This is an optimization exercise on Yosys and OpenROAD, whose aim is small area and a short achievable clock period, not a production implementation.

== run B ==
==> module fpu_align_add, before the edit <==
module fpu_align_add (a, b, v, ep1, s);
    input  [31:0] a;
    input  [31:0] b;
    output [24:0] v;     
    output [7:0]  ep1;   
    output        s;     
    wire [7:0] ea = a[30:23];
    wire [7:0] eb = b[30:23];
    wire [8:0] dab = {1'b0, ea} - {1'b0, eb};
    wire [7:0] dba = eb - ea;
    wire       egt = dab[8];             
    wire       eeq = (ea == eb);
    wire       mgt;
    cmp_gt #(23) u_cmp (.a(b[22:0]), .b(a[22:0]), .gt(mgt));
    wire       swap = egt | (eeq & mgt);
    wire [7:0]  eB = swap ? eb : ea;
    wire [22:0] mB = swap ? b[22:0] : a[22:0];
    wire [22:0] mS = swap ? a[22:0] : b[22:0];
    wire [7:0]  d  = egt ? dba : dab[7:0];
    wire        big = d[7] | d[6] | d[5] | (d[4] & d[3]);
    wire [23:0] mSs = big ? 24'd0 : ({1'b1, mS} >> d[4:0]);
    wire        sub = a[31] ^ b[31];
    wire [23:0] sm;
    wire        co;
    add_bk #(24) u_add (.a({1'b1, mB}), .b(mSs ^ {24{sub}}), .cin(sub), .s(sm), .cout(co));
    assign v   = {co & ~sub, sm};
    assign ep1 = eB + 8'd1;
    assign s   = swap ? b[31] : a[31];
endmodule
==> module add_bk, before the edit <==
module add_bk #(parameter W = 24) (a, b, cin, s, cout);
    input  [W-1:0] a;
    input  [W-1:0] b;
    input          cin;
    output [W-1:0] s;
    output         cout;
    localparam N = W + 1;
    localparam L = $clog2(N);
    wire [W-1:0] p = a ^ b;
    wire [N*(2*L+1)-1:0] G, P;
    assign G[N-1:0] = {a & b, cin};
    assign P[N-1:0] = {p, 1'b0};
    genvar k, i;
    generate
        for (k = 0; k < L; k = k + 1) begin : up
            for (i = 0; i < N; i = i + 1) begin : pos
                if (((i + 1) % (1 << (k + 1))) == 0) begin : comb
                    assign G[(k+1)*N+i] = G[k*N+i] | (P[k*N+i] & G[k*N+i-(1<<k)]);
                    assign P[(k+1)*N+i] = P[k*N+i] & P[k*N+i-(1<<k)];
                end else begin : pass
                    assign G[(k+1)*N+i] = G[k*N+i];
                    assign P[(k+1)*N+i] = P[k*N+i];
                end
            end
        end
        for (k = 0; k < L; k = k + 1) begin : dn
            for (i = 0; i < N; i = i + 1) begin : pos
                localparam S = 1 << (L - k - 1);
                if (i >= 2*S && ((i + 1) % (2*S)) == S) begin : comb
                    assign G[(L+k+1)*N+i] = G[(L+k)*N+i] | (P[(L+k)*N+i] & G[(L+k)*N+i-S]);
                    assign P[(L+k+1)*N+i] = P[(L+k)*N+i] & P[(L+k)*N+i-S];
                end else begin : pass
                    assign G[(L+k+1)*N+i] = G[(L+k)*N+i];
                    assign P[(L+k+1)*N+i] = P[(L+k)*N+i];
                end
            end
        end
    endgenerate
    wire [N-1:0] c = G[2*L*N +: N];
    assign s    = p ^ c[W-1:0];
    assign cout = c[W];
endmodule
==> flow/config.mk <==
export PLATFORM = sky130hd
export DESIGN_NAME = top_module
export DESIGN_NICKNAME = top_module
export VERILOG_FILES = /design/flow/design.v
export SDC_FILE = /design/flow/constraint.sdc
export NUM_CORES = 4
export LEC_CHECK = 0
export ABC_AREA = 1
export CAP_MARGIN = 20
export CORE_MARGIN = 2
export CORE_UTILIZATION = 60
export SLEW_MARGIN = 20
==> flow/constraint.sdc <==
create_clock -name core_clock -period 24.0 [get_ports {clk}]
set_input_delay 4.8000 -clock core_clock [delete_from_list [all_inputs] [get_ports {clk}]]
set_output_delay 4.8000 -clock core_clock [all_outputs]
set_load 0.01 [all_outputs]
standard.sh (not shown) runs the stock make flow with config.mk's settings and CLKGATE_MAP_FILE= SYNTH_SCRIPT=/design/flow/synth_recipe.tcl, a recipe that flattens the netlist after the stock synthesis.
==> flow/flow/run.sh <==
#!/bin/bash
# Standard flow with: timing repair aimed at a 18.0 ns setup margin, plain
# buffers on the ports, and a clock tree with fewer, larger clusters.
set -euo pipefail
F=$PWD/flow
bash standard.sh SETUP_SLACK_MARGIN=18.0 \
  "BUFFER_PORTS_ARGS=-inputs -buffer_cell sky130_fd_sc_hd__buf_1" POST_GLOBAL_PLACE_TCL=$F/post_gp.tcl \
  "CTS_ARGS=-sink_clustering_enable -repair_clock_nets -dont_use_dummy_load -buf_list sky130_fd_sc_hd__clkbuf_8 -sink_clustering_size 30 -sink_clustering_max_diameter 100" \
  finish > standard.log 2>&1
==> flow/flow/post_gp.tcl <==
# Output ports get buf_2 buffers (inputs got buf_1 through BUFFER_PORTS_ARGS).
buffer_ports -outputs -buffer_cell sky130_fd_sc_hd__buf_2
Looking at the reports, run B completed the entire flow and the layout it produced met the timing, DRC and antenna checks.
The following lists how run C was set up differently from run B:
==> flow/design.v, changed modules only <==
module fpu_align_add (a, b, v, ep1, s);
    input  [31:0] a;
    input  [31:0] b;
    output [24:0] v;     
    output [7:0]  ep1;   
    output        s;     
    wire [7:0] ea = a[30:23];
    wire [7:0] eb = b[30:23];
    wire [8:0] dab = {1'b0, ea} - {1'b0, eb};
    wire [7:0] dba = eb - ea;
    wire       egt = dab[8];             
    wire       eeq = (ea == eb);
    wire       mgt;
    cmp_gt #(23) u_cmp (.a(b[22:0]), .b(a[22:0]), .gt(mgt));
    wire       swap = egt | (eeq & mgt);
    wire [7:0]  eB = swap ? eb : ea;
    wire [22:0] mB = swap ? b[22:0] : a[22:0];
    wire [22:0] mS = swap ? a[22:0] : b[22:0];
    wire [7:0]  d  = egt ? dba : dab[7:0];
    wire        big = d[7] | d[6] | d[5] | (d[4] & d[3]);
    wire [23:0] mSs = big ? 24'd0 : ({1'b1, mS} >> d[4:0]);
    wire        sub = a[31] ^ b[31];
    wire [23:0] sm;
    wire        co;
    add_pfx #(24) u_add (.a({1'b1, mB}), .b(mSs ^ {24{sub}}), .cin(sub), .s(sm), .cout(co));
    assign v   = {co & ~sub, sm};
    assign ep1 = eB + 8'd1;
    assign s   = swap ? b[31] : a[31];
endmodule
// module add_bk removed
==> run summary <==
Relative to run B, basic-gate share of the synthesized area counting and, or, nand and nor cells has gone up in run C. Synthesized cell count, run B and run C, higher one = run C. Relative to run B, run C improves worst hold slack across all endpoints. Worst setup path startpoint: result[10]$_DFF_P_ -> run C, result[25]$_DFF_P_ -> run B. Going from run B to run C, sequential share of layout area shrinks by 0.32 points. Shortest clock period the worst path allows after layout sits higher in run C than in run B. Looking at worst-case clock skew, run C sits 9.5 ps below run B. | synthesized net count | run C vs run B | about 4.4% higher |. Run C gives more synthesized area than run B did. Area added between synthesis and finish, run B and run C: higher on run B. Compared with run B, run C shows a higher starting density of the core. Run C vs. run B: cell count higher; highest clock frequency the design can meet saw little to no change.
Function was not checked in any run of this note: the RTL went through the layout flow alone.

[separate check: timing with driven ports]
How much do the figures lean on ideal ports? The routed layouts below were timed once more, with nothing changed but the port constraints.
Step 1, drivers: a clkbuf_16 drives clk and a buf_2 each remaining input, both assumed.
Step 2 times the ports against the registers' clock, not the clock port: input delays grow and output delays shrink by t, the midpoint of the rising clock arrivals with the driver on.
Three values: no drivers, after step 1, after step 2; two values: the first two.
run	shift t [ns]	slack for setup (ns)	worst hold slack (ns)
run B	0.471	18.310 / 18.272 / 18.440	0.412 / 0.412 / 0.412
run C	0.466	18.298 / 18.259 / 18.519	0.428 / 0.428 / 0.428
After both steps setup and hold are still met in every run listed.
